This design comes from an exercise in tuning for small area on the open sky130 flow, not from production work. At most, simulation tests tie the RTL to the original design; equivalence was not proved. Only the layout flow was run in run 3; the RTL was not checked for function there. The clock port is modelled as an ideal driver; clocking choices that lean on that would not hold on a real chip. Power is estimated from default activity; no workload was simulated.

==> flow/design.v <==
module tensor_interface(
    input               clock,
    input               reset_n,
    input [106:0]       config_in_tdata,
    input               config_in_tvalid,
    output              config_in_tready,
    output [15:0]       ar_addr,
    output reg          ar_valid,
    input               ar_ready,
    input [31:0]        r_data,
    input               r_last,
    input               r_valid,
    output              r_ready,
    output [15:0]       aw_addr,
    output reg          aw_valid,
    input               aw_ready,
    output [31:0]       w_data,
    output              w_last,
    output reg          w_valid,
    input               w_ready,
    input               b_resp,
    input               b_valid,
    output              b_ready,
    output reg [31:0]   out_data,
    output reg          out_last,
    output reg          out_valid,
    input               out_ready
);
localparam [2:0] S_IDLE = 3'd0,
                 S_AR   = 3'd1,
                 S_R1   = 3'd2,    
                 S_R    = 3'd3,
                 S_AW   = 3'd4,
                 S_W1   = 3'd5,    
                 S_W    = 3'd6,
                 S_B    = 3'd7;
reg [2:0]  state, next_state;
reg        rd_then_wr;    
reg        wr_nz;         
reg [15:0] wr_left;       
reg [10:0] wr_base;
reg [15:0] addr;          
wire [1:0]  mode = config_in_tdata[106:105];
wire [2:0]  esz  = config_in_tdata[104:102];
wire [39:0] dim  = config_in_tdata[39:0];
wire idle = state == S_IDLE;
wire in_r = state == S_R1 || state == S_R;
wire in_w = state == S_W1 || state == S_W;
wire        sub_d = idle && esz == 3'd7;
wire        a_4d  = idle && (esz == 3'd2 || esz == 3'd5 || esz == 3'd6);
wire        a_8d  = idle && (esz == 3'd3 || esz == 3'd4 || esz == 3'd7);
wire        b_1d  = idle && esz == 3'd5;
wire        b_2d  = idle && (esz == 3'd1 || esz == 3'd6);
wire [18:0] mul_a = ({19{a_4d}} & {dim[16:0], 2'b0}) | ({19{a_8d}} & {dim[15:0], 3'b0}) |
                    ({19{in_w}} & {wr_left, 3'b0});
wire [18:0] mul_b = ({19{b_1d}} & dim[18:0]) | ({19{b_2d}} & {dim[17:0], 1'b0}) |
                    ({19{sub_d}} & ~dim[18:0]) | {{16{in_w}}, 3'b0};
function automatic blk_start(input integer i);
    blk_start = i == 0 || i == 6 || i == 11 || i == 15;
endfunction
genvar gi;
wire [18:0] mul;
wire [18:0] rs, is;        
wire [19:0] rc, ic;        
wire [19:0] bc;            
generate for (gi = 0; gi < 19; gi = gi + 1) begin : g_mul
    wire r_in = gi == 0 ? sub_d : blk_start(gi) ? 1'b0 : rc[gi];
    wire i_in = blk_start(gi) ? 1'b1 : ic[gi];
    assign rs[gi]   = mul_a[gi] ^ mul_b[gi] ^ r_in;
    assign rc[gi+1] = (mul_a[gi] & mul_b[gi]) | (r_in & (mul_a[gi] ^ mul_b[gi]));
    assign is[gi]   = rs[gi] ^ i_in;
    assign ic[gi+1] = rs[gi] & i_in;
    if (gi == 0)
        assign bc[gi] = 1'b0;
    else if (blk_start(gi))
        assign bc[gi] = rc[gi] | (bc[gi-1] & ic[gi]);
    else
        assign bc[gi] = bc[gi-1];
    assign mul[gi] = bc[gi] ? is[gi] : rs[gi];
end endgenerate
wire [15:0] addr_inc;
wire [16:0] addr_c;
assign addr_c[0] = 1'b1;
generate for (gi = 0; gi < 16; gi = gi + 1) begin : g_inc
    assign addr_inc[gi] = addr[gi] ^ addr_c[gi];
    assign addr_c[gi+1] = addr[gi] & addr_c[gi];
end endgenerate
always @(*) begin
    case (state)
        S_IDLE: next_state = !config_in_tvalid ? S_IDLE :
                             mode == 2'd1 ? S_AW :
                             mode[1] ? S_AR : S_IDLE;
        S_AR:   next_state = ar_ready ? S_R1 : S_AR;
        S_R1,
        S_R:    next_state = (r_valid && r_last) ? (rd_then_wr ? S_AW : S_IDLE) : S_R;
        S_AW:   next_state = aw_ready ? S_W1 : S_AW;
        S_W1,
        S_W:    next_state = (w_ready && wr_nz && wr_left == 16'd1) ? S_B : S_W;
        default: next_state = (b_valid && b_resp) ? S_IDLE : S_B;
    endcase
end
always @(posedge clock) begin
    if (!reset_n) state <= S_IDLE;
    else          state <= next_state;
end
always @(posedge clock) begin
    if (state == S_IDLE) begin
        rd_then_wr <= mode[0];
        wr_base    <= config_in_tdata[50:40];
    end
    if (state == S_AW) wr_nz <= |wr_left;
    if (idle || in_w) wr_left <= mul[18:3];
    case (state)
        S_IDLE:     addr <= {5'd0, config_in_tdata[101:91]};
        S_AW:       addr <= {5'd0, wr_base};
        S_R, S_W:   addr <= addr_inc;
        default:    ;
    endcase
    ar_valid <= (state == S_AR && ar_ready) || (in_r && r_valid);
    aw_valid <= (state == S_AW && aw_ready) || (in_w && w_ready);
    if (in_r) begin
        out_data  <= r_data;
        out_valid <= r_valid;
        out_last  <= r_last;
    end
    if (in_w && w_ready) w_valid <= 1'b1;
    if (!reset_n) begin
        out_valid <= 1'b0;
        w_valid   <= 1'b0;
    end
end
assign ar_addr          = addr;
assign aw_addr          = addr;
assign w_data           = 32'd0;
assign w_last           = 1'b0;
assign b_ready          = state == S_B;
assign r_ready          = out_ready && in_r;
assign config_in_tready = state == S_IDLE;
endmodule
==> flow/flow/run.sh <==
#!/bin/bash
# The standard ORFS layout (standard.sh, the standard flow's own synthesis and steps),
# with two changes to the cells the flow picks:
#  - the port buffers are sky130_fd_sc_hd__buf_1 (buffer_ports -buffer_cell)
#    instead of the delay-cell buffer buffer_ports picks by itself;
#  - clock tree synthesis builds from clkbuf_8 and adds no dummy loads.
# Every step's full output goes to standard.log here; ORFS also keeps its
# per-step logs under orfs/logs.
set -euo pipefail
export BUFFER_PORTS_ARGS="-buffer_cell sky130_fd_sc_hd__buf_1"
export CTS_ARGS="-sink_clustering_enable -repair_clock_nets -dont_use_dummy_load -buf_list sky130_fd_sc_hd__clkbuf_8"
bash standard.sh > standard.log 2>&1
==> flow/standard.sh <==
#!/bin/bash
# synth_recipe.tcl (not shown) runs the flow's synth.tcl, then flattens the netlist and writes it again
# the make line also repeats each setting of config.mk as NAME=value (left out here)
make -C /OpenROAD-flow-scripts/flow DESIGN_CONFIG=/design/flow/config.mk WORK_HOME=/design/flow/orfs CLKGATE_MAP_FILE= SYNTH_SCRIPT=/design/flow/synth_recipe.tcl "${@:-finish}"
==> flow/config.mk <==
export PLATFORM = sky130hd
export DESIGN_NAME = tensor_interface
export DESIGN_NICKNAME = tensor_interface
export VERILOG_FILES = /design/flow/design.v
export SDC_FILE = /design/flow/constraint.sdc
export NUM_CORES = 4
export LEC_CHECK = 0
export CAP_MARGIN = 20
export CORE_MARGIN = 2
export CORE_UTILIZATION = 40
export SLEW_MARGIN = 20
==> flow/constraint.sdc <==
create_clock -name core_clock -period 6.0 [get_ports {clock}]
set_input_delay 1.2000 -clock core_clock [delete_from_list [all_inputs] [get_ports {clock}]]
set_output_delay 1.2000 -clock core_clock [all_outputs]
set_load 0.01 [all_outputs]
==> results.toml, run 1 <==
[run_status]
outcome = "complete, no violations"

[finish]
drive_gt1_share_pct = 5.26
fin_nets = 742
fill_cells = 1109
stdcell_count = 694
layout_commonest_cell = "buf_1"
n_antenna_cell = 0
syn_to_final_growth_pct = 13.7
final_cell_mix = "buf_1 (160), edfxtp_1 (78), nand2_1 (56), conb_1 (33), ha_1 (27)"

[global_route]
grt_start_max_net_pins = 37
grt_pass1_vias = 3374
gr-usage-all-layers_pct = 16.8
grt.overflow.total = 0
antenna_found_initial = 0
grt_pass1_wl_mm = 16.6

[cts]
cts_inserted_buffers = 9
h-tree-depth = 3
cts_root_buf = "clkbuf_8"
clock_latency_ns = 0.35
cts_tree = "done"
holdBufCountCts = 0
cts_resized = 0
cts_sinks = 85
clk_pin_slew_ns = 0.08
cts_setup_buffers = 0
cts_buffer_depth = 2

[power]
p_clk_share_pct = 20.8
intPower_mw = 1.05
p_per_area_mw_per_mm2 = 280
p_total_mw = 1.52
switching_share_pct = 31.1
vdd_ir_drop_max_uv = 143
p_leak_nw = 2.14
power.switching_uw = 473
combPwrFrac_pct = 24.7
seqPwrFrac_pct = 54.5

[floorplanning]
core_mm2 = 0.0116
die_height_um = 113
row_count = 39
dieArea_mm2 = 0.0128
initial_core_util_pct = 41.4
die_x_um = 113
io_pins = 255

[worst_setup_path]
path_max_fanout = 7
critPathLaunchType = "primary input"
path_delay_family = "adder cells"
critPathRequiredTime_ns = 6.10
worst_ep_arrival_time_ns = 5.62
criticalPathCategory = "primary input to flop"
path_common_cell = "fa_1"
cpMaxStageDelayCell = "fa_1"
max_stage_delay_ns = 0.54
critPathBufInv = 3
cp-end-kind = "flop"
cp_cell_sequence = "buf_1, or3b_2, a21oi_1, nand2_1, o2111ai_1, ha_1, inv_1, fa_1, fa_1, fa_1, fa_1, inv_1, ha_1, nor2b_1, o21ai_0, a21boi_0, xnor3_1, xor2_1"

[route]
routed_via_density = 5.11
ant_nets = 0
drt_iter0_drc = 295
dr_total_vias = 3544
first_pass_iters = 5
drcViolationCount = 0
wire_per_inst_um = 15.7
wirelength_mm = 10.9

[sta]
clock-skew-final_ns = 0.0155
finalCritPeriodShare_pct = 92.0
min_period_ns = 5.52
max_freq_mhz = 181
setup_violations = 0
timing.setup.tns_ns = 0
hold_ws_ns = 0.508
hold_viol = 0
slew_viol_final = 0
rsz0062_at_grt = "no"
tightest_slew_ns = 0.973
slew_headroom_pct = 35.0

[synth]
syn_area_mm2 = 0.00478
synth.area.top_cells = "edfxtp_1 (49%), buf_4 (7.7%), ha_1 (7.1%)"
ys_seq_area_share_pct = 51.9
synth_top_area_share_pct = 49.0
postSynthAreaPerCell_um2 = 11.8
synth_cell_types = 42
yosysTopAreaCell = "edfxtp_1"
synthCells = 406
synth-seq-cells = 85
synth_warnings = 1

[hold_path]
hp-class = "flop to flop"

[placement]
place_hpwl_mm = 8.24
gp_congestion = 0.801
portBuffers = 160
placedCellCount = 685

[flow_run]
maxCapViolations = 0
==> power by group through the flow <==
stage | Clock [mW] | Combinational [mW] | Sequential [mW]
after global routing | 0.353 | 0.430 | 0.839
after global placement | 0 | 0.367 | 0.838
final | 0.317 | 0.375 | 0.829
after floorplan | 0 | 0.276 | 0.836
after detailed placement | 0 | 0.378 | 0.842
after CTS | 0.332 | 0.380 | 0.830
==> cells in the mapped netlist (all sizes together) <==
library cell,number
nand3,2
fa,12
xor2,6
nand2,56
o2111ai,6
nor4,3
o21ai,6
a21oi,23
a22oi,10
conb,1
or3,1
nand2b,2
or2,1
a22o,1
nand3b,2
nor2,13
o22ai,1
nand4b,1
xnor2,2
dfxtp,7
a21boi,1
ha,27
mux2,3
inv,20
nor3b,1
mux2i,1
nor2b,4
buf,52
a21o,1
nand4,2
o211ai,10
or3b,2
edfxtp,78
a221o,2
and3,7
a222oi,16
clkbuf,15
xnor3,1
nor3,2
and2,5
==> sequential cells by signal, summed over array words and instances, names as in the netlist <==
| register | count |
|---|---|
| out_valid | 1 |
| aw_valid | 1 |
| out_last | 1 |
| out_data | 32 |
| addr | 16 |
| w_valid | 1 |
| rd_then_wr | 1 |
| ar_valid | 1 |
| wr_base | 11 |
| wr_nz | 1 |
| wr_left | 16 |
| state | 3 |
==> layout make-up <==
cell class                      count  area (µm²)  area share, %
Multi-Input combinational cell    266        1900           34.9
Clock buffer                        9         124           2.28
Inverter                           20        75.1           1.38
Sequential cell                    85        2480           45.6
Timing Repair Buffer              171         683           12.6
Tap cell                          143         179           3.29
==> path summary, 6_finish.rpt <==
| path | from | to | slack, ns | cells after the start |
|---|---|---|---|---|
| max | config_in_tdata[102] | wr_left[15]$_DFFE_PP_ | 0.48 | 18 |
| max reg2reg | state[2]$_SDFF_PN0_ | wr_left[15]$_DFFE_PP_ | 0.88 | 17 |
| min reg2reg | out_valid$_SDFFE_PN0P_ | out_valid$_SDFFE_PN0P_ | 0.51 | 2 |
| min | out_valid$_SDFFE_PN0P_ | out_valid$_SDFFE_PN0P_ | 0.51 | 2 |
==> through the flow <==
| step | utilization, % | area (µm²) | setup slack (ns) |
|---|---|---|---|
| 5_1_grt | 47.0 | 5440 | 0.179 |
| 6_report | 47.0 | 5440 | 0.481 |
| 3_5_place_dp | 46.0 | 5320 | 0.0631 |
| 4_1_cts | 47.0 | 5440 | 0.437 |
| 2_1_floorplan | - | 4900 | 0.461 |
| 3_3_place_gp | 46.0 | 5320 | 0.157 |
==> logic make-up (layout without fill, tap and decap cells) <==
group	Yosys count	count (layout)	share of synthesized area (%)
AO/OA/AOI/OAI	77	77	11.8
XOR/XNOR	9	9	1.94
adder cells (fa/ha/maj)	39	39	12.1
buffers and inverters	87	200	11.1
flip-flops	85	85	51.9
multiplexers	4	4	0.915
other	1	33	0.0784
AND/OR/NAND/NOR	104	104	10.1
==> per-layer routing <==
layer / part of all wire [%] / wire length (µm) / GRT usage, %
met3: 7.7 / 840 / 4.77
met2: 51 / 5500 / 28.9
met5: 0 / 0 / 0
met4: 0.58 / 63 / 5.28
met1: 41 / 4480 / 20.5
==> tightest hold or removal path, cell delays in order (launching register included) <==
cell and delay [ns]:
dfxtp_1 0.34, mux2i_1 0.07, nor2_1 0.07
==> inputs of run 2 (changes only) <==
--- a/flow/flow/run.sh
+++ b/flow/flow/run.sh
@@ -9,4 +9,4 @@
 set -euo pipefail
 export BUFFER_PORTS_ARGS="-buffer_cell sky130_fd_sc_hd__buf_1"
-export CTS_ARGS="-sink_clustering_enable -repair_clock_nets -dont_use_dummy_load -buf_list sky130_fd_sc_hd__clkbuf_8"
+export CTS_ARGS="-sink_clustering_enable -repair_clock_nets -dont_use_dummy_load -sink_clustering_size 10 -sink_clustering_max_diameter 60 -buf_list {sky130_fd_sc_hd__clkbuf_4 sky130_fd_sc_hd__clkbuf_8}"
 bash standard.sh > standard.log 2>&1
--- a/flow/config.mk
+++ b/flow/config.mk
@@ -8,4 +8,4 @@
 export CAP_MARGIN = 20
 export CORE_MARGIN = 2
-export CORE_UTILIZATION = 40
+export CORE_UTILIZATION = 65
 export SLEW_MARGIN = 20
==> run 2 against run 1 <==
Against the previous run:
- sequential cell count unchanged
- critical path depth unchanged
- still clean on timing, DRC and antenna
- core utilization increased by 28 points
- cell area decreased by 1.1%
- total power decreased by 0.62%
==> results.toml, run 2 <==
[synth]
synth-seq-cells = 85
synth-edff-count = 78
synthCells = 406
ys_seq_area_share_pct = 51.9
synth.most_common_cell = "edfxtp_1"
synth.area.top_cells = "edfxtp_1 (49%), buf_4 (7.7%), ha_1 (7.1%)"
synthTopCellsByCount = "edfxtp_1 (78), nand2_1 (56), buf_4 (49)"
ys.flop_type = "edfxtp_1"
syn_area_mm2 = 0.00478
postSynthAreaPerCell_um2 = 11.8
synth_top_area_share_pct = 49.0
yosysTopAreaCell = "edfxtp_1"
async_flop_share_pct = 0
synth_warnings = 1
synth_cell_types = 42

[global_route]
grt.overflow.total = 0
grt_pass1_vias = 3381
gr-usage-all-layers_pct = 26.8
grt_pass1_wl_mm = 16.9
antenna_found_initial = 1
grt_start_max_net_pins = 37

[sta]
clock-skew-final_ns = 0.0222
slew_viol_final = 0
hold_viol = 0
setup_violations = 0
finalCritPeriodShare_pct = 91.2
slew_headroom_pct = 36.6
rsz0062_at_grt = "no"
hold_ws_ns = 0.481
worst_slack_ns = 0.526
max_freq_mhz = 183
tightest_slew_ns = 0.949
timing.setup.tns_ns = 0
min_period_ns = 5.47

[finish]
reg_top3 = "out_data x32, addr x16, wr_left x16"
fin_nets = 741
fill_cells = 529
finalCoreUtilization_pct = 75.0
stdcell_count = 650
final_cell_mix = "buf_1 (160), edfxtp_1 (78), nand2_1 (56), conb_1 (33), ha_1 (27)"
syn_to_final_growth_pct = 12.5
layout_commonest_cell = "buf_1"
regMostFlops = "out_data"
largest_register_ffs = 32
drive_gt1_share_pct = 5.09

[cts]
clk_pin_slew_ns = 0.08
cts_setup_buffers = 0
cts_resized = 0
cts_sinks = 85
cts_root_buf = "clkbuf_8"
cts_inserted_buffers = 9
h-tree-depth = 3
clock_latency_ns = 0.35
cts_tree = "done"
holdBufCountCts = 0
cts_buffer_depth = 2

[floorplanning]
core_mm2 = 0.00718
io_pins = 255
die_height_um = 89.8
initial_core_util_pct = 66.7
dieArea_mm2 = 0.00806
die_x_um = 89.8
row_count = 31

[worst_setup_path]
reg2reg_from = "state[1]$_SDFF_PN0_"
reg2reg_depth = 17
max_stage_delay_ns = 0.49
path_common_cell = "fa_1"
rrSetupSlack_ns = 0.93
critPathLaunchType = "primary input"
worst_ep_arrival_time_ns = 5.56
critPathRequiredTime_ns = 6.08
criticalPathCategory = "primary input to flop"
cp-end-kind = "flop"
cp_cell_sequence = "buf_1, or3b_2, a21oi_1, nand2_1, o2111ai_1, ha_1, inv_1, fa_1, fa_1, fa_1, fa_1, inv_1, ha_1, nor2b_1, o21ai_0, a21boi_0, xnor3_1, xor2_1"
r2r-end = "wr_left[15]$_DFFE_PP_"
path_max_fanout = 7
cpMaxStageDelayCell = "fa_1"

[route]
dr_total_vias = 3582
routed_via_density = 5.51
first_pass_iters = 10
drcViolationCount = 0
drt_iter0_drc = 222
wirelength_mm = 10.7
wire_per_inst_um = 16.5
ant_nets = 0

[hold_path]
min_to = "w_valid$_SDFFE_PN0P_"
holdPathStages = 2
hp-start = "w_valid$_SDFFE_PN0P_"
hp-class = "flop to flop"

[placement]
place_hpwl_mm = 8.18
placedCellCount = 640
gp_congestion = 0.806
portBuffers = 160
dp_slack_ns = 0.131

[power]
vdd_ir_drop_max_uv = 167
p_per_area_mw_per_mm2 = 281
p_leak_nw = 2.14

[flow_run]
maxCapViolations = 0

[run_status]
outcome = "complete, no violations"
-- run 2: cell counts after synthesis --
No cell type changed its count.
-- run 2: metrics by stage --
stage | cell area (µm²) | power (mW)
finish | 5380 | 1.51
global route | 5380 | 1.60
CTS | 5380 | 1.52
detailed placement | 5250 | 1.22
global placement | 5250 | 1.19
floorplan | 4900 | 1.11
-- run 2: cell type report --
class | count | area, µm² | share of cell area [%]
clock buffer | 9 | 124 | 2.30
timing repair buffer | 170 | 676 | 12.6
tap | 99 | 124 | 2.30
sequential | 85 | 2480 | 46.2
inverter | 20 | 75.1 | 1.40
antenna | 1 | 2.50 | 0.0465
multi-input combinational | 266 | 1900 | 35.2
-- run 2: power breakdown --
group | total, mW | leakage, nW | switching [mW] | internal (mW)
clock | 0.306 | 0.0647 | 0.172 | 0.134
sequential | 0.829 | 0.824 | 0.0583 | 0.771
combinational | 0.377 | 1.25 | 0.232 | 0.146
-- run 2: worst max-delay path: cells and delay by family --
kind / cells / cell delay (ns)
AOI/OAI and AO/OA: 4 / 0.69
xor gates and xnor gates: 2 / 0.41
adders and majority gates: 6 / 2.18
and+or+nand+nor: 3 / 0.74
buffers and inverters: 3 / 0.35
-- run 2: worst max path at each step --
stage | start | endpoint | cells after the start
final | config_in_tdata[102] | wr_left[15]$_DFFE_PP_ | 18
after global routing | config_in_tdata[102] | wr_left[15]$_DFFE_PP_ | 18
after CTS | config_in_tdata[102] | wr_left[15]$_DFFE_PP_ | 18
after detailed placement | config_in_tdata[102] | wr_left[15]$_DFFE_PP_ | 18
after global placement | config_in_tdata[102] | wr_left[15]$_DFFE_PP_ | 18
after floorplan | config_in_tdata[104] | wr_left[15]$_DFFE_PP_ | 15
-- run 2: kinds of logic after synthesis --
kind of cell             after synthesis  synth area share, %
AND/OR/NAND/NOR                      104                 10.1
other                                  1               0.0784
XOR/XNOR                               9                 1.94
adder cells (fa/ha/maj)               39                 12.1
flip-flops                            85                 51.9
multiplexers                           4                0.915
buffers and inverters                 87                 11.1
AO/OA/AOI/OAI                         77                 11.8
-- run 2: layer usage --
metal	global-route usage (%)	part of all wire [%]	vias up
met5	0	0	-
met2	42.4	48	211
li1	-	-	1696
met4	12.1	2.9	0
met3	5.36	9.4	17
met1	36.4	40	1658
==> inputs of run 3 (changes only) <==
--- a/flow/design.v
+++ b/flow/design.v
@@ -36,6 +36,5 @@
                  S_B    = 3'd7;
 reg [2:0]  state, next_state;
-reg        rd_then_wr;    
-reg        wr_nz;         
+reg        flag;          
 reg [15:0] wr_left;       
 reg [10:0] wr_base;
@@ -93,8 +92,8 @@
         S_AR:   next_state = ar_ready ? S_R1 : S_AR;
         S_R1,
-        S_R:    next_state = (r_valid && r_last) ? (rd_then_wr ? S_AW : S_IDLE) : S_R;
+        S_R:    next_state = (r_valid && r_last) ? (flag ? S_AW : S_IDLE) : S_R;
         S_AW:   next_state = aw_ready ? S_W1 : S_AW;
         S_W1,
-        S_W:    next_state = (w_ready && wr_nz && wr_left == 16'd1) ? S_B : S_W;
+        S_W:    next_state = (w_ready && flag && wr_left == 16'd1) ? S_B : S_W;
         default: next_state = (b_valid && b_resp) ? S_IDLE : S_B;
     endcase
@@ -106,8 +105,8 @@
 always @(posedge clock) begin
     if (state == S_IDLE) begin
-        rd_then_wr <= mode[0];
+        flag       <= mode[0];
         wr_base    <= config_in_tdata[50:40];
     end
-    if (state == S_AW) wr_nz <= |wr_left;
+    if (state == S_AW) flag <= |wr_left;
     if (idle || in_w) wr_left <= mul[18:3];
     case (state)
--- a/flow/flow/run.sh
+++ b/flow/flow/run.sh
@@ -9,4 +9,4 @@
 set -euo pipefail
 export BUFFER_PORTS_ARGS="-buffer_cell sky130_fd_sc_hd__buf_1"
-export CTS_ARGS="-sink_clustering_enable -repair_clock_nets -dont_use_dummy_load -sink_clustering_size 10 -sink_clustering_max_diameter 60 -buf_list {sky130_fd_sc_hd__clkbuf_4 sky130_fd_sc_hd__clkbuf_8}"
+export CTS_ARGS="-sink_clustering_enable -repair_clock_nets -dont_use_dummy_load -buf_list sky130_fd_sc_hd__clkbuf_8"
 bash standard.sh > standard.log 2>&1
--- a/flow/config.mk
+++ b/flow/config.mk
@@ -8,4 +8,4 @@
 export CAP_MARGIN = 20
 export CORE_MARGIN = 2
-export CORE_UTILIZATION = 65
+export CORE_UTILIZATION = 40
 export SLEW_MARGIN = 20
==> run 3 against run 2 <==
Against the previous run:
- critical path depth rose by 1
- setup slack got worse by 0.041 ns
- clock power grew 3%
- maximum frequency down 0.75%
- first-iteration DRC count grew 28%
- worst hold slack improved by 0.026 ns
- via count increased by 1.2%
- final cell count up 8.9%
- clock-buffer cell count stayed put
- largest cell class unchanged
- highest routed layer unchanged
==> results.toml, run 3 <==
[route]
wirelength_mm = 11.3
routed_via_density = 5.12
drt_iter0_drc = 284
dr_total_vias = 3625
drcViolationCount = 0
wire_per_inst_um = 16.0
ant_nets = 0
first_pass_iters = 6

[sta]
setup_violations = 0
clock-skew-final_ns = 0.0191
slew_headroom_pct = 37.1
tightest_slew_ns = 0.942
slew_viol_final = 0
min_period_ns = 5.52
finalCritPeriodShare_pct = 91.9
timing.setup.tns_ns = 0
hold_viol = 0
max_freq_mhz = 181
hold_ws_ns = 0.507
rsz0062_at_grt = "no"

[global_route]
gr-usage-all-layers_pct = 17.2
grt_pass1_vias = 3419
grt.met3_usage_pct = 3.99
grt_pass1_wl_mm = 17.3
antenna_found_initial = 0
grt_busiest_layer = "met2"
grt_start_max_net_pins = 36
grt.overflow.total = 0
grtUsageMet2_pct = 29.7
gr-usage-met1_pct = 20.8

[power]
p_leak_nw = 2.09
p_per_area_mw_per_mm2 = 278
p_total_mw = 1.52
vdd_ir_drop_max_uv = 114

[cts]
cts_root_buf = "clkbuf_8"
cts_tree = "done"
cts_inserted_buffers = 9
cts_setup_buffers = 0
cts_buffer_depth = 2
cts_sinks = 84
cts_resized = 0
clk_pin_slew_ns = 0.07
h-tree-depth = 3
holdBufCountCts = 0
clock_latency_ns = 0.36

[finish]
multi_input_area_mm2 = 0.00196
fin_nets = 752
largest_register_ffs = 32
n_antenna_cell = 0
drive_gt1_share_pct = 5.17
layout_commonest_cell = "buf_1"
regArea_mm2 = 0.00245
fill_cells = 1160
regMostFlops = "out_data"
reg_top3 = "out_data x32, addr x16, wr_left x16"
final_cell_mix = "buf_1 (160), edfxtp_1 (77), nand2_1 (36), conb_1 (33), ha_1 (27)"
syn_to_final_growth_pct = 13.5

[synth]
async_flop_share_pct = 0
synthTopCellsByCount = "edfxtp_1 (77), buf_4 (49), nand2_1 (36)"
synth_top_area_share_pct = 47.9
synth.area.top_cells = "edfxtp_1 (48%), buf_4 (7.6%), ha_1 (7.0%)"
ys_seq_area_share_pct = 50.8
synthCells = 419
yosysTopAreaCell = "edfxtp_1"
synth_cell_types = 45
synth-seq-cells = 84
synth_warnings = 1
ys.flop_type = "edfxtp_1"
synth.most_common_cell = "edfxtp_1"
syn_area_mm2 = 0.00483
synth-edff-count = 77
postSynthAreaPerCell_um2 = 11.5

[placement]
place_hpwl_mm = 8.77
portBuffers = 160
gp_congestion = 0.902

[flow_run]
maxCapViolations = 0

[worst_setup_path]
cp_cell_sequence = "buf_1, or3b_2, a21oi_1, nand2_1, o2111ai_1, ha_1, inv_1, fa_1, fa_1, fa_1, fa_1, inv_1, ha_1, nor2b_1, o21ai_0, buf_4, a21boi_0, xnor3_1, xor2_1"
criticalPathCategory = "primary input to flop"
critPathLaunchType = "primary input"
max_stage_delay_ns = 0.51
cpMaxStageDelayCell = "fa_1"
cp-end-kind = "flop"
critPathRequiredTime_ns = 6.10
path_delay_family = "adder cells"
path_common_cell = "fa_1"
path_max_fanout = 7
critPathBufInv = 4
worst_ep_arrival_time_ns = 5.62

[floorplanning]
initial_core_util_pct = 40.6
die_x_um = 114
dieArea_mm2 = 0.0130
core_mm2 = 0.0119
die_height_um = 114
io_pins = 255
row_count = 40

[hold_path]
hp-class = "flop to flop"

[run_status]
outcome = "complete, no violations"
==> run 3: logic make-up (layout without fill, tap and decap cells) <==
group	Yosys count	count (layout)	share of synthesized area [%]
flops	84	84	50.8
mux	3	3	0.673
compound gates	96	96	14.0
xor+xnor	8	8	1.73
other cells	1	33	0.0776
simple gates	96	96	9.50
fa+ha+maj	39	39	12.0
buf+inv	92	202	11.3
==> run 3: path summary, 6_finish.rpt <==
path                                      startpoint                    end  slack [ns]  cells past startpoint
worst max-delay path            config_in_tdata[102]  wr_left[15]$_DFFE_PP_        0.48                     19
worst min register to register  w_valid$_SDFFE_PN0P_   w_valid$_SDFFE_PN0P_        0.51                      2
worst min-delay path            w_valid$_SDFFE_PN0P_   w_valid$_SDFFE_PN0P_        0.51                      2
worst max register to register   state[0]$_SDFF_PN0_  wr_left[15]$_DFFE_PP_        1.01                     18
==> run 3: metal layers <==
layer  vias to the layer above  wire [µm]
li1                       1765          -
met3                        17        854
met5                         -          0
met4                         0        213
met2                       152       5610
met1                      1691       4670
==> run 3: stage by stage <==
stage	area [µm²]	setup slack [ns]	util, %	instances
floorplan	4950	0.443	-	451
global placement	5360	0.228	45.0	699
detailed placement	5360	0.114	45.0	699
CTS	5490	0.468	46.1	708
global route	5490	0.121	46.1	708
finish	5490	0.485	46.1	708
==> run 3: tightest hold or removal path, stage by stage (launching register included) <==
cell and delay, ns:
dfxtp_1 0.33, a21oi_1 0.04, nor2b_1 0.10
==> run 3: layout make-up <==
cell class              instances  area share [%]
well taps                     147            3.35
inverters                      22            1.51
clock buffers                   9            2.26
flip-flops and latches         84            44.7
repair buffers                171            12.5
multi-input cells             275            35.7
==> run 3: report_power, final <==
part | total (mW) | switching (mW) | internal (mW)
clock | 0.314 | 0.180 | 0.134
combinational | 0.388 | 0.239 | 0.149
sequential | 0.822 | 0.0598 | 0.762
total | 1.52 | 0.478 | 1.05
==> inputs of run 4 (changes only) <==
--- a/flow/design.v
+++ b/flow/design.v
@@ -56,5 +56,5 @@
                     ({19{sub_d}} & ~dim[18:0]) | {{16{in_w}}, 3'b0};
 function automatic blk_start(input integer i);
-    blk_start = i == 0 || i == 6 || i == 11 || i == 15;
+    blk_start = i == 0 || i == 8 || i == 12 || i == 16;
 endfunction
 genvar gi;
--- a/flow/config.mk
+++ b/flow/config.mk
@@ -6,6 +6,6 @@
 export NUM_CORES = 4
 export LEC_CHECK = 0
-export CAP_MARGIN = 20
+export CAP_MARGIN = 0
 export CORE_MARGIN = 2
 export CORE_UTILIZATION = 40
-export SLEW_MARGIN = 20
+export SLEW_MARGIN = 0
==> run 4 against run 3 <==
Against the previous run:
- final cell count decreased by 2.8%
- global-route usage is 0.98 points lower
- critical path depth shrank 1
- largest power group unchanged
==> results.toml, run 4 <==
[sta]
slew_headroom_pct = 33.8
max_freq_mhz = 191
tightest_slew_ns = 0.992
rsz0062_at_grt = "no"
timing.setup.tns_ns = 0
worst_slack_ns = 0.752
finalCritPeriodShare_pct = 87.5
clock-skew-final_ns = 0.0152
slew_viol_final = 0
hold_ws_ns = 0.469
setup_violations = 0
min_period_ns = 5.25
hold_viol = 0

[route]
first_pass_iters = 6
dr_total_vias = 3456
wirelength_mm = 10.4
ant_nets = 0
drcViolationCount = 0
routed_via_density = 5.02
drt_iter0_drc = 247
wire_per_inst_um = 15.1

[synth]
ys.flop_type = "edfxtp_1"
synth-edff-count = 77
synth.area.top_cells = "edfxtp_1 (49%), buf_4 (7.8%), ha_1 (6.6%)"
yosysTopAreaCell = "edfxtp_1"
synth-seq-cells = 84
postSynthAreaPerCell_um2 = 11.9
synthCells = 396
async_flop_share_pct = 0
synth.most_common_cell = "edfxtp_1"
synth_cell_types = 49
ys_seq_area_share_pct = 52.1
synth_warnings = 1
synth_top_area_share_pct = 49.1
syn_area_mm2 = 0.00471
synthTopCellsByCount = "edfxtp_1 (77), buf_4 (49), nand2_1 (39)"

[hold_path]
holdPathStages = 1
hp-start = "w_valid$_SDFFE_PN0P_"
min_to = "w_valid$_SDFFE_PN0P_"
hp-class = "flop to flop"

[global_route]
grt_pass1_wl_mm = 16.2
grt.overflow.total = 0
gr-usage-all-layers_pct = 16.2
antenna_found_initial = 0
grt_pass1_vias = 3215
grt_start_max_net_pins = 37

[floorplanning]
initial_core_util_pct = 41.1
dieArea_mm2 = 0.0127
core_mm2 = 0.0115
die_x_um = 113
row_count = 39
die_height_um = 113
io_pins = 255

[power]
p_leak_nw = 2.10
p_total_mw = 1.45
p_per_area_mw_per_mm2 = 269
vdd_ir_drop_max_uv = 111

[worst_setup_path]
rrSetupSlack_ns = 0.98
critPathLaunchType = "primary input"
reg2reg_depth = 19
criticalPathCategory = "primary input to flop"
r2r-end = "wr_left[15]$_DFFE_PP_"
critPathRequiredTime_ns = 6.09
reg2reg_from = "state[0]$_SDFF_PN0_"
cp-end-kind = "flop"
path_max_fanout = 7
worst_ep_arrival_time_ns = 5.34

[placement]
dp_slack_ns = 0.369
portBuffers = 160
placedCellCount = 678
gp_congestion = 0.804
place_hpwl_mm = 7.87

[finish]
final_cell_mix = "buf_1 (160), edfxtp_1 (77), nand2_1 (39), conb_1 (33), nor2_1 (31)"
syn_to_final_growth_pct = 14.4
reg_top3 = "out_data x32, addr x16, wr_left x16"
largest_register_ffs = 32
drive_gt1_share_pct = 6.62
multi_input_area_mm2 = 0.00186
regArea_mm2 = 0.00245
regMostFlops = "out_data"
layout_commonest_cell = "buf_1"
fin_nets = 733
fill_cells = 1068
stdcell_count = 688

[cts]
cts_resized = 0
cts_inserted_buffers = 9
cts_root_buf = "clkbuf_8"
cts_setup_buffers = 0
clock_latency_ns = 0.35
clk_pin_slew_ns = 0.06
cts_sinks = 84
cts_buffer_depth = 2
holdBufCountCts = 0
h-tree-depth = 3
cts_tree = "done"

[run_status]
outcome = "complete, no violations"

[flow_run]
maxCapViolations = 0
## run 4: cell count changes after synthesis, sizes merged, moves of 3 or more
cell,change
mux2,+5
a31oi,-3
a21oi,-13
nor2,+11
buf,-3
a211oi,-7
nand2,+3
nor3,-7
o22ai,-4
## run 4: worst max-delay path by stage
stage	slack, ns	start	end	cells past startpoint
2_1_floorplan	0.24	config_in_tdata[104]	wr_left[15]$_DFFE_PP_	16
3_3_place_gp	0.39	config_in_tdata[102]	wr_left[15]$_DFFE_PP_	18
3_5_place_dp	0.37	config_in_tdata[103]	wr_left[15]$_DFFE_PP_	18
4_1_cts	0.74	config_in_tdata[102]	wr_left[15]$_DFFE_PP_	18
5_1_grt	0.57	config_in_tdata[103]	wr_left[15]$_DFFE_PP_	18
6_report	0.75	config_in_tdata[102]	wr_left[15]$_DFFE_PP_	18
## run 4: worst max-delay path, cell delays in order
cell and delay (ns):
buf_1 0.18, or3b_2 0.47, a21oi_1 0.20, a221o_1 0.18
ha_1 0.13, a31oi_1 0.10, fa_1 0.47, fa_1 0.46
fa_1 0.46, fa_1 0.43, inv_1 0.09, fa_1 0.20
a21boi_1 0.09, o21ai_0 0.15, buf_4 0.15, nand2_1 0.07
xnor3_1 0.19, xnor2_1 0.13
## run 4: kinds of logic after synthesis
kind of cell | count (synthesis) | synth area share (%)
mux | 8 | 1.89
flops | 84 | 52.1
xor+xnor | 8 | 1.94
compound gates | 74 | 11.7
simple gates | 97 | 9.38
buf+inv | 87 | 11.2
other cells | 1 | 0.0796
fa+ha+maj | 37 | 11.7
## run 4: power breakdown
| part | switching (mW) | leakage [nW] | internal, mW | total (mW) |
|---|---|---|---|---|
| Clock | 0.182 | 0.0647 | 0.134 | 0.316 |
| Combinational | 0.201 | 1.22 | 0.131 | 0.333 |
| Sequential | 0.0507 | 0.815 | 0.750 | 0.801 |
| Total | 0.434 | 2.10 | 1.02 | 1.45 |
## run 4: area by class of cell
class	count	share of cell area [%]
antenna	1	0.0464
clock buffer	9	2.30
inverter	22	1.53
multi-input combinational	257	34.5
sequential	84	45.5
tap	143	3.32
timing repair buffer	172	12.8
## run 4: per-layer routing
metal,vias to the layer above,track usage [%],part of all wire (%)
li1,1673,-,-
met1,1612,20.4,41
met2,159,27.3,48
met3,12,3.51,8.7
met4,0,6.50,1.4
met5,-,0,0
## run 4: per-stage QoR
| stage | area, µm² | utilization, % |
|---|---|---|
| finish | 5390 | 47.0 |
| global route | 5390 | 47.0 |
| CTS | 5390 | 47.0 |
| detailed placement | 5260 | 45.9 |
| global placement | 5260 | 45.9 |
| floorplan | 4830 | - |
==> inputs of run 5 (changes only) <==
--- a/flow/config.mk
+++ b/flow/config.mk
@@ -6,6 +6,6 @@
 export NUM_CORES = 4
 export LEC_CHECK = 0
-export CAP_MARGIN = 0
+export CAP_MARGIN = 50
 export CORE_MARGIN = 2
 export CORE_UTILIZATION = 40
-export SLEW_MARGIN = 0
+export SLEW_MARGIN = 50
==> run 5 against run 4 <==
Against the previous run:
- via count fell by 0.46%
- clock-buffer cell count did not move
- cell area rose by 0.79%
- still clean
- first-iteration DRC count rose by 17%
- die area did not move
==> results.toml, run 5 <==
[cts]
cts_root_buf = "clkbuf_8"
cts_resized = 0
cts_buffer_depth = 2
cts_tree = "done"
holdBufCountCts = 0
clk_pin_slew_ns = 0.06
h-tree-depth = 3
cts_inserted_buffers = 9
cts_setup_buffers = 0
cts_sinks = 84
clock_latency_ns = 0.34

[placement]
portBuffers = 160
gp_congestion = 0.804
place_hpwl_mm = 7.97
dp_slack_ns = 0.335
placedCellCount = 680

[sta]
max_freq_mhz = 189
hold_viol = 0
min_period_ns = 5.29
clock-skew-final_ns = 0.0181
tightest_slew_ns = 0.612
finalCritPeriodShare_pct = 88.1
slew_headroom_pct = 59.1
worst_slack_ns = 0.714
slew_viol_final = 0
rsz0062_at_grt = "no"
timing.setup.tns_ns = 0
setup_violations = 0
hold_ws_ns = 0.469

[finish]
regArea_mm2 = 0.00245
fill_cells = 1079
multi_input_area_mm2 = 0.00186
n_antenna_cell = 0
largest_register_ffs = 32
regMostFlops = "out_data"
stdcell_count = 689
layout_commonest_cell = "buf_1"
reg_top3 = "out_data x32, addr x16, wr_left x16"
syn_to_final_growth_pct = 15.3
drive_gt1_share_pct = 7.14
final_cell_mix = "buf_1 (160), edfxtp_1 (77), nand2_1 (38), conb_1 (33), nor2_1 (31)"
fin_nets = 735

[global_route]
gr-usage-all-layers_pct = 16.1
grt_pass1_wl_mm = 16.1
antenna_found_initial = 0
grt_pass1_vias = 3186
grt.overflow.total = 0
grt_start_max_net_pins = 18

[run_status]
outcome = "complete, no violations"

[power]
p_per_area_mw_per_mm2 = 267
seqPwrFrac_pct = 55.2
vdd_ir_drop_max_uv = 117
intPower_mw = 1.02
switching_share_pct = 29.7
p_leak_nw = 2.12
p_clk_share_pct = 21.5
power.switching_uw = 431
combPwrFrac_pct = 23.4

[route]
wirelength_mm = 10.3
drt_iter0_drc = 289
ant_nets = 0
first_pass_iters = 7
routed_via_density = 4.99
dr_total_vias = 3440
wire_per_inst_um = 15.0
drcViolationCount = 0

[worst_setup_path]
worst_ep_arrival_time_ns = 5.36
critPathRequiredTime_ns = 6.08
cp-end-kind = "flop"
path_max_fanout = 7
critPathLaunchType = "primary input"
criticalPathCategory = "primary input to flop"

[synth]
synthCells = 396
synth.most_common_cell = "edfxtp_1"
syn_area_mm2 = 0.00471
synth-seq-cells = 84
yosysTopAreaCell = "edfxtp_1"
ys.flop_type = "edfxtp_1"
synth_top_area_share_pct = 49.1
ys_seq_area_share_pct = 52.1
postSynthAreaPerCell_um2 = 11.9
synth-edff-count = 77
synth_warnings = 1
synth_cell_types = 49
synth.area.top_cells = "edfxtp_1 (49%), buf_4 (7.8%), ha_1 (6.6%)"
synthTopCellsByCount = "edfxtp_1 (77), buf_4 (49), nand2_1 (39)"
async_flop_share_pct = 0

[floorplanning]
core_mm2 = 0.0115
io_pins = 255
die_height_um = 113
row_count = 39
initial_core_util_pct = 41.1
dieArea_mm2 = 0.0127
die_x_um = 113

[flow_run]
maxCapViolations = 0

[hold_path]
hp-class = "flop to flop"
[run 5: cell counts after synthesis]
Identical to the previous run, type by type.
[run 5: worst paths after layout]
path	start	slack, ns	cells after the start	endpoint
setup / recovery	config_in_tdata[102]	0.71	18	wr_left[15]$_DFFE_PP_
hold reg to reg	w_valid$_SDFFE_PN0P_	0.47	1	w_valid$_SDFFE_PN0P_
hold / removal	w_valid$_SDFFE_PN0P_	0.47	1	w_valid$_SDFFE_PN0P_
setup reg to reg	state[0]$_SDFF_PN0_	0.95	19	wr_left[15]$_DFFE_PP_
[run 5: cells by family after synthesis]
logic type	after synthesis	synth area share (%)
AND/OR/NAND/NOR	97	9.38
flip-flops	84	52.1
XOR/XNOR	8	1.94
AO/OA/AOI/OAI	74	11.7
other	1	0.0796
adder cells (fa/ha/maj)	37	11.7
buffers and inverters	87	11.2
multiplexers	8	1.89
[run 5: worst max-delay path: stages]
cell,delay (ns)
buf_1,0.19
or3b_2,0.47
a21oi_1,0.20
a221o_1,0.18
ha_1,0.13
a31oi_1,0.10
fa_1,0.47
fa_1,0.46
fa_1,0.46
fa_1,0.43
inv_1,0.09
fa_1,0.20
a21boi_1,0.09
o21ai_0,0.16
buf_4,0.15
nand2_1,0.07
xnor3_1,0.19
xnor2_1,0.13
[run 5: layout make-up]
type	instances	share of cell area, %
Clock buffer	9	2.28
Inverter	22	1.52
Multi-Input combinational cell	257	34.2
Sequential cell	84	45.2
Tap cell	143	3.29
Timing Repair Buffer	174	13.5
[run 5: through the flow]
step | total power [mW] | util (%) | area (µm²)
2_1_floorplan | 1.05 | - | 4830
3_3_place_gp | 1.14 | 45.9 | 5260
3_5_place_dp | 1.15 | 46.3 | 5310
4_1_cts | 1.47 | 47.4 | 5430
5_1_grt | 1.54 | 47.4 | 5430
6_report | 1.45 | 47.4 | 5430
[run 5: routing by layer]
metal  vias to the layer above  part of all wire [%]  GRT usage (%)
met2                       163                    49           27.9
met4                         0                   1.1           5.53
met1                      1592                    42           19.8
met5                         -                     0              0
li1                       1675                     -              -
met3                        10                   8.2           3.56
[run 5: power by group through the flow]
stage	logic [mW]	clock network, mW	registers [mW]
6_report	0.339	0.312	0.800
5_1_grt	0.385	0.348	0.808
4_1_cts	0.342	0.326	0.800
3_5_place_dp	0.341	0	0.813
3_3_place_gp	0.328	0	0.810
2_1_floorplan	0.245	0	0.810
==> inputs of run 6 (changes only) <==
--- a/flow/config.mk
+++ b/flow/config.mk
@@ -6,6 +6,6 @@
 export NUM_CORES = 4
 export LEC_CHECK = 0
-export CAP_MARGIN = 50
+export CAP_MARGIN = 20
 export CORE_MARGIN = 2
 export CORE_UTILIZATION = 40
-export SLEW_MARGIN = 50
+export SLEW_MARGIN = 20
==> run 6 against run 5 <==
Against the previous run:
- still clean
- non-clock buffer count is 2 lower
- synthesized area stayed put
- core utilization is 0.37 points lower
- cell area is 0.78% lower
- first-iteration DRC count is 15% lower
- combinational power is 2% lower
- synthesized cell count stayed put
- sequential power hardly changed
- critical path depth stayed put
- clock skew is 0.0028 ns lower
- clock power is 1% higher
==> results.toml, run 6 <==
[synth]
synth.most_common_cell = "edfxtp_1"
synth_top_area_share_pct = 49.1
synth_warnings = 1
synth_cell_types = 49
synthTopCellsByCount = "edfxtp_1 (77), buf_4 (49), nand2_1 (39)"
postSynthAreaPerCell_um2 = 11.9
synth.area.top_cells = "edfxtp_1 (49%), buf_4 (7.8%), ha_1 (6.6%)"
ys_seq_area_share_pct = 52.1
async_flop_share_pct = 0
synth-seq-cells = 84
synthCells = 396
syn_area_mm2 = 0.00471
ys.flop_type = "edfxtp_1"
synth-edff-count = 77
yosysTopAreaCell = "edfxtp_1"

[cts]
cts_setup_buffers = 0
cts_buffer_depth = 2
cts_resized = 0
cts_root_buf = "clkbuf_8"
cts_sinks = 84
clock_latency_ns = 0.35
clk_pin_slew_ns = 0.06
holdBufCountCts = 0
cts_inserted_buffers = 9
h-tree-depth = 3
cts_tree = "done"

[sta]
tightest_slew_ns = 0.992
slew_headroom_pct = 33.8
timing.setup.tns_ns = 0
clock-skew-final_ns = 0.0152
min_period_ns = 5.25
hold_viol = 0
max_freq_mhz = 191
setup_violations = 0
finalCritPeriodShare_pct = 87.5
hold_ws_ns = 0.469
slew_viol_final = 0
worst_slack_ns = 0.752
rsz0062_at_grt = "no"

[route]
drcViolationCount = 0
first_pass_iters = 6
routed_via_density = 5.02
ant_nets = 0
wire_per_inst_um = 15.1
dr_total_vias = 3456
drt_iter0_drc = 247
wirelength_mm = 10.4

[power]
intPower_mw = 1.02
combPwrFrac_pct = 22.9
p_clk_share_pct = 21.8
switching_share_pct = 29.9
p_leak_nw = 2.10
power.switching_uw = 434
p_per_area_mw_per_mm2 = 269
seqPwrFrac_pct = 55.3
vdd_ir_drop_max_uv = 111

[worst_setup_path]
crit_start = "config_in_tdata[102]"
worst_ep_arrival_time_ns = 5.34
reg2reg_depth = 19
path_delay_family = "adder cells"
path_max_fanout = 7
reg2reg_from = "state[0]$_SDFF_PN0_"
path_common_cell = "fa_1"
critPathRequiredTime_ns = 6.09
critPathBufInv = 3
max_stage_delay_ns = 0.47
cpMaxStageDelayCell = "or3b_2"
critPathLaunchType = "primary input"
cp_cell_sequence = "buf_1, or3b_2, a21oi_1, a221o_1, ha_1, a31oi_1, fa_1, fa_1, fa_1, fa_1, inv_1, fa_1, a21boi_1, o21ai_0, buf_4, nand2_1, xnor3_1, xnor2_1"
cp-end-kind = "flop"
criticalPathCategory = "primary input to flop"
crit_cells = 18

[placement]
dp_slack_ns = 0.369
place_hpwl_mm = 7.87
portBuffers = 160
gp_congestion = 0.804
detailed_place.area_mm2 = 0.00526

[global_route]
antenna_found_initial = 0
gr-usage-all-layers_pct = 16.2
grt_pass1_wl_mm = 16.2
grt_start_max_net_pins = 37
grt.overflow.total = 0
grt_pass1_vias = 3215

[finish]
syn_to_final_growth_pct = 14.4
multi_input_area_mm2 = 0.00186
fin_nets = 733
largest_register_ffs = 32
layout_commonest_cell = "buf_1"
regMostFlops = "out_data"
drive_gt1_share_pct = 6.62
finalCoreUtilization_pct = 47.0
finalInstanceArea_mm2 = 0.00539
reg_top3 = "out_data x32, addr x16, wr_left x16"
regArea_mm2 = 0.00245
final_cell_mix = "buf_1 (160), edfxtp_1 (77), nand2_1 (39), conb_1 (33), nor2_1 (31)"
fill_cells = 1068

[floorplanning]
initial_core_util_pct = 41.1
core_mm2 = 0.0115
io_pins = 255
die_x_um = 113
die_height_um = 113
dieArea_mm2 = 0.0127
row_count = 39

[hold_path]
hp-start = "w_valid$_SDFFE_PN0P_"
holdPathStages = 1
hp-class = "flop to flop"

[flow_run]
maxCapViolations = 0

[run_status]
outcome = "complete, no violations"
-- run 6: cell counts after synthesis --
No cell type changed its count.
-- run 6: metal layers --
layer / routed length (µm) / vias to the layer above / track usage (%) / part of all wire [%]
met3: 904 / 12 / 3.51 / 8.7
li1: - / 1673 / - / -
met4: 144 / 0 / 6.50 / 1.4
met1: 4300 / 1612 / 20.4 / 41
met2: 5020 / 159 / 27.3 / 48
met5: 0 / - / 0 / 0
-- run 6: power by group through the flow --
stage	clock [mW]	sequential (mW)	combinational [mW]
finish	0.316	0.801	0.333
global route	0.351	0.809	0.381
CTS	0.327	0.801	0.336
detailed placement	0	0.813	0.336
global placement	0	0.810	0.328
floorplan	0	0.810	0.245
-- run 6: final timing paths --
kind | endpoint | slack [ns]
hold / removal | w_valid$_SDFFE_PN0P_ | 0.47
setup / recovery | wr_left[15]$_DFFE_PP_ | 0.75
setup reg to reg | wr_left[15]$_DFFE_PP_ | 0.98
hold reg to reg | w_valid$_SDFFE_PN0P_ | 0.47
-- run 6: area by class of cell --
| class | instances | share of cell area (%) |
|---|---|---|
| clock buffer | 9 | 2.30 |
| timing repair buffer | 172 | 12.8 |
| multi-input combinational | 257 | 34.5 |
| antenna | 1 | 0.0464 |
| sequential | 84 | 45.5 |
| inverter | 22 | 1.53 |
| tap | 143 | 3.32 |
-- run 6: stage by stage --
stage / std cells / power [mW]
after floorplan: 428 / 1.05
after global placement: 678 / 1.14
after detailed placement: 678 / 1.15
after CTS: 687 / 1.46
after global routing: 687 / 1.54
final: 688 / 1.45
-- run 6: kinds of logic (layout without fill, tap and decap cells) --
group	Yosys count	after routing	share of synthesized area, %
flip-flops	84	84	52.1
AND/OR/NAND/NOR	97	97	9.38
adder cells (fa/ha/maj)	37	37	11.7
other	1	34	0.0796
XOR/XNOR	8	8	1.94
AO/OA/AOI/OAI	74	74	11.7
multiplexers	8	8	1.89
buffers and inverters	87	203	11.2
-- run 6: worst register-to-register path: stages (launching register included) --
cell	delay (ns)
dfxtp_1	0.30
buf_4	0.17
or3_1	0.46
inv_2	0.26
and2_1	0.20
buf_4	0.23
o21bai_1	0.14
a31oi_1	0.13
fa_1	0.47
fa_1	0.46
fa_1	0.46
fa_1	0.43
inv_1	0.09
fa_1	0.20
a21boi_1	0.09
o21ai_0	0.15
buf_4	0.15
nand2_1	0.07
xnor3_1	0.19
xnor2_1	0.13
==> inputs of run 7 (changes only) <==
==> flow/flow/run.sh (replaced) <==
#!/bin/bash
# The standard ORFS layout (standard.sh, the standard flow's own synthesis and steps),
# with changes to the cells the flow picks:
#  - the port buffers are sky130_fd_sc_hd__buf_1 (buffer_ports -buffer_cell)
#    instead of the delay-cell buffer buffer_ports picks by itself;
#  - clock tree synthesis builds from clkbuf_4 and adds no dummy loads;
#    after it, fix_clk.tcl makes the leaf clock buffers with many sinks
#    clkbuf_8 so that the flip-flop clock pins keep a low slew.
# Each run's full output goes to a log here (cts.log, fix_clk.log,
# finish.log); ORFS also keeps its per-step logs under orfs/logs.
set -euo pipefail
export BUFFER_PORTS_ARGS="-buffer_cell sky130_fd_sc_hd__buf_1"
export CTS_ARGS="-sink_clustering_enable -repair_clock_nets -dont_use_dummy_load -buf_list sky130_fd_sc_hd__clkbuf_4"
bash standard.sh cts > cts.log 2>&1
RESULTS=orfs/results/sky130hd/tensor_interface/base RESULTS_DIR=orfs/results/sky130hd/tensor_interface/base \
  openroad -no_init -exit flow/fix_clk.tcl > fix_clk.log 2>&1
bash standard.sh > finish.log 2>&1
==> flow/flow/fix_clk.tcl (new file) <==
# Make every clkbuf_4 that drives 11 or more clock sinks a clkbuf_8, then
# legalize the placement again.
set odb $::env(RESULTS)/4_cts.odb
read_db $odb
set db [ord::get_db]
set block [ord::get_db_block]
set big [$db findMaster sky130_fd_sc_hd__clkbuf_8]
foreach inst [$block getInsts] {
  if {[[$inst getMaster] getName] ne "sky130_fd_sc_hd__clkbuf_4"} { continue }
  set net [[$inst findITerm X] getNet]
  set n [expr {[llength [$net getITerms]] - 1}]
  if {$n >= 11} {
    puts "upsize [$inst getName] ($n sinks)"
    $inst swapMaster $big
  }
}
detailed_placement
check_placement -verbose
write_db $odb
==> run 7 against run 6 <==
Against the previous run:
- setup slack improved by 0.070 ns
- die area did not move
- clock skew rose by 0.021 ns
- worst hold slack improved by 0.0079 ns
- maximum frequency rose by 1.4%
- cell area fell by 0.70%
- critical path type unchanged
- critical endpoint unchanged
==> results.toml, run 7 <==
[cts]
cts_setup_buffers = 0
cts_sinks = 84
cts_tree = "done"
clk_pin_slew_ns = 0.10
h-tree-depth = 3
cts_root_buf = "clkbuf_4"
clock_latency_ns = 0.43
holdBufCountCts = 0
cts_inserted_buffers = 9
cts_buffer_depth = 2
cts_resized = 0

[global_route]
grt_pass1_wl_mm = 16.1
grt.overflow.total = 0
gr-usage-all-layers_pct = 16.2
antenna_found_initial = 0
grt_pass1_vias = 3224
grt_start_max_net_pins = 37

[run_status]
outcome = "complete, no violations"

[floorplanning]
row_count = 39
io_pins = 255
initial_core_util_pct = 41.1
die_x_um = 113
dieArea_mm2 = 0.0127
die_height_um = 113
core_mm2 = 0.0115

[route]
routed_via_density = 5.00
first_pass_iters = 4
dr_total_vias = 3441
wire_per_inst_um = 15.0
ant_nets = 0
wirelength_mm = 10.3
drt_iter0_drc = 256
drcViolationCount = 0

[finish]
fill_cells = 1074
regMostFlops = "out_data"
regArea_mm2 = 0.00245
layout_commonest_cell = "buf_1"
drive_gt1_share_pct = 6.62
fin_nets = 733
syn_to_final_growth_pct = 13.6
multi_input_area_mm2 = 0.00186
reg_top3 = "out_data x32, addr x16, wr_left x16"
largest_register_ffs = 32
final_cell_mix = "buf_1 (160), edfxtp_1 (77), nand2_1 (39), conb_1 (33), nor2_1 (31)"

[sta]
timing.setup.tns_ns = 0
min_period_ns = 5.18
slew_headroom_pct = 33.5
slew_viol_final = 0
finalCritPeriodShare_pct = 86.3
rsz0062_at_grt = "no"
clock-skew-final_ns = 0.0359
tightest_slew_ns = 0.995
setup_violations = 0
max_freq_mhz = 193
hold_viol = 0

[worst_setup_path]
critPathLaunchType = "primary input"
crit_cells = 18
worst_ep_arrival_time_ns = 5.35
critPathBufInv = 3
criticalPathCategory = "primary input to flop"
cp_cell_sequence = "buf_1, or3b_2, a21oi_1, a221o_1, ha_1, a31oi_1, fa_1, fa_1, fa_1, fa_1, inv_1, fa_1, a21boi_1, o21ai_0, buf_4, nand2_1, xnor3_1, xnor2_1"
path_delay_family = "adder cells"
reg2reg_depth = 19
cpMaxStageDelayCell = "or3b_2"
max_stage_delay_ns = 0.47
critPathRequiredTime_ns = 6.17
cp-end-kind = "flop"
path_max_fanout = 7
path_common_cell = "fa_1"

[synth]
synth_warnings = 1
synth-edff-count = 77
synthTopCellsByCount = "edfxtp_1 (77), buf_4 (49), nand2_1 (39)"
syn_area_mm2 = 0.00471
synth_top_area_share_pct = 49.1
synth.area.top_cells = "edfxtp_1 (49%), buf_4 (7.8%), ha_1 (6.6%)"
synth-seq-cells = 84
async_flop_share_pct = 0
postSynthAreaPerCell_um2 = 11.9
yosysTopAreaCell = "edfxtp_1"
synth.most_common_cell = "edfxtp_1"
synthCells = 396
ys_seq_area_share_pct = 52.1
ys.flop_type = "edfxtp_1"
synth_cell_types = 49

[power]
p_leak_nw = 2.09
vdd_ir_drop_max_uv = 110
p_per_area_mw_per_mm2 = 261
p_total_mw = 1.40

[hold_path]
holdPathStages = 1
hp-class = "flop to flop"

[placement]
gp_congestion = 0.804
place_hpwl_mm = 7.87
portBuffers = 160

[flow_run]
maxCapViolations = 0
-- run 7: metrics by stage --
stage	util (%)	hold slack, ns	worst slack (ns)	cells	instance area, µm²
6_report	46.7	0.476	0.822	688	5350
5_1_grt	46.6	0.501	0.676	687	5350
4_1_cts	46.5	0.485	0.828	687	5330
3_5_place_dp	45.9	0.460	0.369	678	5260
3_3_place_gp	45.9	0.451	0.388	678	5260
2_1_floorplan	-	0.509	0.241	428	4830
-- run 7: logic make-up after synthesis --
logic type | count (synthesis) | synth area share (%)
AOI/OAI and AO/OA | 74 | 11.7
adders and majority gates | 37 | 11.7
xor gates and xnor gates | 8 | 1.94
muxes | 8 | 1.89
buffers and inverters | 87 | 11.2
and+or+nand+nor | 97 | 9.38
other | 1 | 0.0796
DFF | 84 | 52.1
-- run 7: routing by layer --
| layer | share of wire [%] | global-route usage, % | vias up | wire length (µm) |
|---|---|---|---|---|
| met5 | 0 | 0 | - | 0 |
| met4 | 1.7 | 6.50 | 0 | 175 |
| met3 | 8.9 | 4.16 | 13 | 918 |
| met2 | 48 | 26.8 | 148 | 4980 |
| met1 | 41 | 20.3 | 1602 | 4220 |
| li1 | - | - | 1678 | - |
-- run 7: power breakdown --
group | internal (mW) | switching [mW]
clock network | 0.0912 | 0.174
logic | 0.131 | 0.201
registers | 0.750 | 0.0508
total | 0.972 | 0.426
-- run 7: worst paths after layout --
| check | startpoint | to | slack, ns |
|---|---|---|---|
| max reg2reg | state[0]$_SDFF_PN0_ | wr_left[15]$_DFFE_PP_ | 0.98 |
| min | w_valid$_SDFFE_PN0P_ | w_valid$_SDFFE_PN0P_ | 0.48 |
| min reg2reg | w_valid$_SDFFE_PN0P_ | w_valid$_SDFFE_PN0P_ | 0.48 |
| max | config_in_tdata[102] | wr_left[15]$_DFFE_PP_ | 0.82 |
-- run 7: cell type report --
class,instances,area share (%)
repair buffers,172,12.9
well taps,143,3.34
diodes,1,0.0468
clock buffers,9,1.61
inverters,22,1.54
flip-flops and latches,84,45.8
multi-input cells,257,34.7
==> inputs of run 8 (changes only) <==
--- a/flow/flow/run.sh
+++ b/flow/flow/run.sh
@@ -13,5 +13,5 @@
 export CTS_ARGS="-sink_clustering_enable -repair_clock_nets -dont_use_dummy_load -buf_list sky130_fd_sc_hd__clkbuf_4"
 bash standard.sh cts > cts.log 2>&1
-RESULTS=orfs/results/sky130hd/tensor_interface/base RESULTS_DIR=orfs/results/sky130hd/tensor_interface/base \
+RESULTS=orfs/results/sky130hd/tensor_interface/base \
   openroad -no_init -exit flow/fix_clk.tcl > fix_clk.log 2>&1
 bash standard.sh > finish.log 2>&1
==> flow/flow/fix_clk.tcl (replaced) <==
# After clock tree synthesis:
#  1. make every clkbuf_4 that drives 11 or more clock sinks a clkbuf_8, so
#     that the flip-flop clock pins keep a low slew;
#  2. try each buf_4 that placement's repair inserted as a buf_2 or buf_1,
#     and keep the smaller cell only when timing still has margin and there
#     is no slew or capacitance violation;
# then legalize the placement again.
set results $::env(RESULTS)
set platform $::env(FLOW_HOME)/platforms/sky130hd
read_liberty $platform/lib/sky130_fd_sc_hd__tt_025C_1v80.lib
read_db $results/4_cts.odb
read_sdc $results/4_cts.sdc
source $platform/setRC.tcl
set_propagated_clock [all_clocks]
set db [ord::get_db]
set block [ord::get_db_block]

foreach inst [$block getInsts] {
  if {[[$inst getMaster] getName] ne "sky130_fd_sc_hd__clkbuf_4"} { continue }
  set net [[$inst findITerm X] getNet]
  set n [expr {[llength [$net getITerms]] - 1}]
  if {$n >= 11} {
    puts "upsize [$inst getName] ($n sinks)"
    replace_cell [get_cells [$inst getName]] sky130_fd_sc_hd__clkbuf_8
  }
}

estimate_parasitics -placement
proc ok {} {
  return [expr {[sta::max_slew_violation_count] == 0
                && [sta::max_capacitance_violation_count] == 0
                && [sta::worst_slack_cmd max] > 0.4}]
}
puts "before: slack [sta::worst_slack_cmd max] ok [ok]"
foreach inst [$block getInsts] {
  if {[[$inst getMaster] getName] ne "sky130_fd_sc_hd__buf_4"} { continue }
  set name [$inst getName]
  foreach small {sky130_fd_sc_hd__buf_1 sky130_fd_sc_hd__buf_2} {
    replace_cell [get_cells $name] $small
    estimate_parasitics -placement
    if {[ok]} {
      puts "downsize $name to $small"
      break
    }
    replace_cell [get_cells $name] sky130_fd_sc_hd__buf_4
    estimate_parasitics -placement
  }
}
puts "after: slack [sta::worst_slack_cmd max] ok [ok]"
detailed_placement
check_placement -verbose
write_db $results/4_cts.odb
==> run 8 against run 7 <==
Against the previous run:
- combinational power about the same
- total power did not move
- clock skew unchanged
- largest power group unchanged
- via count stayed put
- routed wire length stayed put
- setup slack unchanged
- die area unchanged
- clock-buffer cell count unchanged
- final cell count is the same
- critical path type unchanged
- maximum frequency did not move
==> results.toml, run 8 <==
[synth]
ys_seq_area_share_pct = 52.1
postSynthAreaPerCell_um2 = 11.9
synth-edff-count = 77
synthTopCellsByCount = "edfxtp_1 (77), buf_4 (49), nand2_1 (39)"
synth_top_area_share_pct = 49.1
synthCells = 396
yosysTopAreaCell = "edfxtp_1"
synth_warnings = 1
synth.most_common_cell = "edfxtp_1"
syn_area_mm2 = 0.00471
synth.area.top_cells = "edfxtp_1 (49%), buf_4 (7.8%), ha_1 (6.6%)"
ys.flop_type = "edfxtp_1"
async_flop_share_pct = 0
synth-seq-cells = 84
synth_cell_types = 49

[worst_setup_path]
cp_cell_sequence = "buf_1, or3b_2, a21oi_1, a221o_1, ha_1, a31oi_1, fa_1, fa_1, fa_1, fa_1, inv_1, fa_1, a21boi_1, o21ai_0, buf_4, nand2_1, xnor3_1, xnor2_1"
criticalPathCategory = "primary input to flop"
critPathBufInv = 3
reg2reg_depth = 19
critPathLaunchType = "primary input"
worst_ep_arrival_time_ns = 5.35
path_common_cell = "fa_1"
path_delay_family = "adder cells"
cpMaxStageDelayCell = "or3b_2"
max_stage_delay_ns = 0.47
path_max_fanout = 7
crit_cells = 18
cp-end-kind = "flop"
critPathRequiredTime_ns = 6.17

[cts]
holdBufCountCts = 0
cts_inserted_buffers = 9
cts_setup_buffers = 0
cts_tree = "done"
h-tree-depth = 3
cts_resized = 0
cts_buffer_depth = 2
cts_sinks = 84
cts_root_buf = "clkbuf_4"
clock_latency_ns = 0.43
clk_pin_slew_ns = 0.10

[floorplanning]
io_pins = 255
initial_core_util_pct = 41.1
die_x_um = 113
row_count = 39
die_height_um = 113
core_mm2 = 0.0115
dieArea_mm2 = 0.0127

[global_route]
grt_pass1_vias = 3224
grt_pass1_wl_mm = 16.1
gr-usage-all-layers_pct = 16.2
grt.overflow.total = 0
antenna_found_initial = 0
grt_start_max_net_pins = 37

[sta]
timing.setup.tns_ns = 0
setup_violations = 0
hold_viol = 0
max_freq_mhz = 193
min_period_ns = 5.18
slew_viol_final = 0
slew_headroom_pct = 33.5
finalCritPeriodShare_pct = 86.3
tightest_slew_ns = 0.995
clock-skew-final_ns = 0.0359
rsz0062_at_grt = "no"

[finish]
fin_nets = 733
drive_gt1_share_pct = 6.62
fill_cells = 1074
largest_register_ffs = 32
regMostFlops = "out_data"
syn_to_final_growth_pct = 13.6
final_cell_mix = "buf_1 (160), edfxtp_1 (77), nand2_1 (39), conb_1 (33), nor2_1 (31)"
layout_commonest_cell = "buf_1"
finalCoreUtilization_pct = 46.7
stdcell_count = 688
reg_top3 = "out_data x32, addr x16, wr_left x16"

[flow_run]
maxCapViolations = 0

[route]
wirelength_mm = 10.3
first_pass_iters = 4
drcViolationCount = 0
routed_via_density = 5.00
dr_total_vias = 3441
drt_iter0_drc = 256
ant_nets = 0
wire_per_inst_um = 15.0

[hold_path]
hp-class = "flop to flop"
holdPathStages = 1

[power]
vdd_ir_drop_max_uv = 110
p_total_mw = 1.40
p_leak_nw = 2.09
p_per_area_mw_per_mm2 = 261

[placement]
place_hpwl_mm = 7.87
gp_congestion = 0.804
placedCellCount = 678
portBuffers = 160

[run_status]
outcome = "complete, no violations"
-- run 8: path summary, 6_finish.rpt --
path | from | slack (ns) | end
setup / recovery | config_in_tdata[102] | 0.82 | wr_left[15]$_DFFE_PP_
hold / removal | w_valid$_SDFFE_PN0P_ | 0.48 | w_valid$_SDFFE_PN0P_
setup reg to reg | state[0]$_SDFF_PN0_ | 0.98 | wr_left[15]$_DFFE_PP_
hold reg to reg | w_valid$_SDFFE_PN0P_ | 0.48 | w_valid$_SDFFE_PN0P_
-- run 8: through the flow --
step	hold slack [ns]	area, µm²	setup WS [ns]
6_report	0.476	5350	0.822
5_1_grt	0.501	5350	0.676
4_1_cts	0.485	5330	0.828
3_5_place_dp	0.460	5260	0.369
3_3_place_gp	0.451	5260	0.388
2_1_floorplan	0.509	4830	0.241
-- run 8: cell type report --
class                           instances  area, µm²  share of cell area (%)
Tap cell                              143        179                    3.34
Antenna cell                            1       2.50                  0.0468
Timing Repair Buffer                  172        691                    12.9
Multi-Input combinational cell        257       1860                    34.7
Sequential cell                        84       2450                    45.8
Inverter                               22       82.6                    1.54
Clock buffer                            9       86.3                    1.61
-- run 8: report_power, final --
part           switching [mW]  internal [mW]  total, mW
Clock                   0.174         0.0912      0.266
Combinational           0.201          0.131      0.332
Sequential             0.0508          0.750      0.800
Total                   0.426          0.972       1.40
-- run 8: cell families (layout without fill, tap and decap cells) --
logic type	after synthesis	after routing	share of synthesized area, %
simple gates	97	97	9.38
buf+inv	87	203	11.2
flops	84	84	52.1
compound gates	74	74	11.7
fa+ha+maj	37	37	11.7
xor+xnor	8	8	1.94
mux	8	8	1.89
other cells	1	34	0.0796
-- run 8: metal layers --
| layer | part of all wire (%) | track usage [%] | vias up |
|---|---|---|---|
| met1 | 41 | 20.3 | 1602 |
| met4 | 1.7 | 6.50 | 0 |
| met2 | 48 | 26.8 | 148 |
| met5 | 0 | 0 | - |
| li1 | - | - | 1678 |
| met3 | 8.9 | 4.16 | 13 |

[separate check: timing with driven ports]
Ports are ideal in the flow. The routed layouts listed here were re-timed in OpenROAD.
Step 1 assumes that a clkbuf_16 drives the clock port and a buf_2 every other input.
Step 2 adds t to the input delays and takes it off the output delays; t is the mean of the earliest and latest rising clock arrival at the registers after step 1. Input paths then give back, and output paths get back, about the clock's delay inside the block.
a / b / c = no drivers / after step 1 / after step 2; a / b = the first two.
run | t (ns) | setup slack, ns | slew at the worst register clock pin (ns)
run 1 | 0.377 | 0.481 / 0.462 / 0.086 | 0.08 / 0.08
run 2 | 0.377 | 0.526 / 0.524 / 0.147 | 0.09 / 0.09
run 3 | 0.385 | 0.485 / 0.456 / 0.072 | 0.08 / 0.08
run 4 | 0.379 | 0.752 / 0.740 / 0.361 | 0.09 / 0.09
run 5 | 0.369 | 0.714 / 0.704 / 0.335 | 0.09 / 0.09
run 6 | 0.379 | 0.752 / 0.740 / 0.361 | 0.09 / 0.09
run 7 | 0.443 | 0.822 / 0.809 / 0.366 | 0.12 / 0.12
run 8 | 0.443 | 0.822 / 0.809 / 0.366 | 0.12 / 0.12
After both steps setup and hold are still met in every run listed.
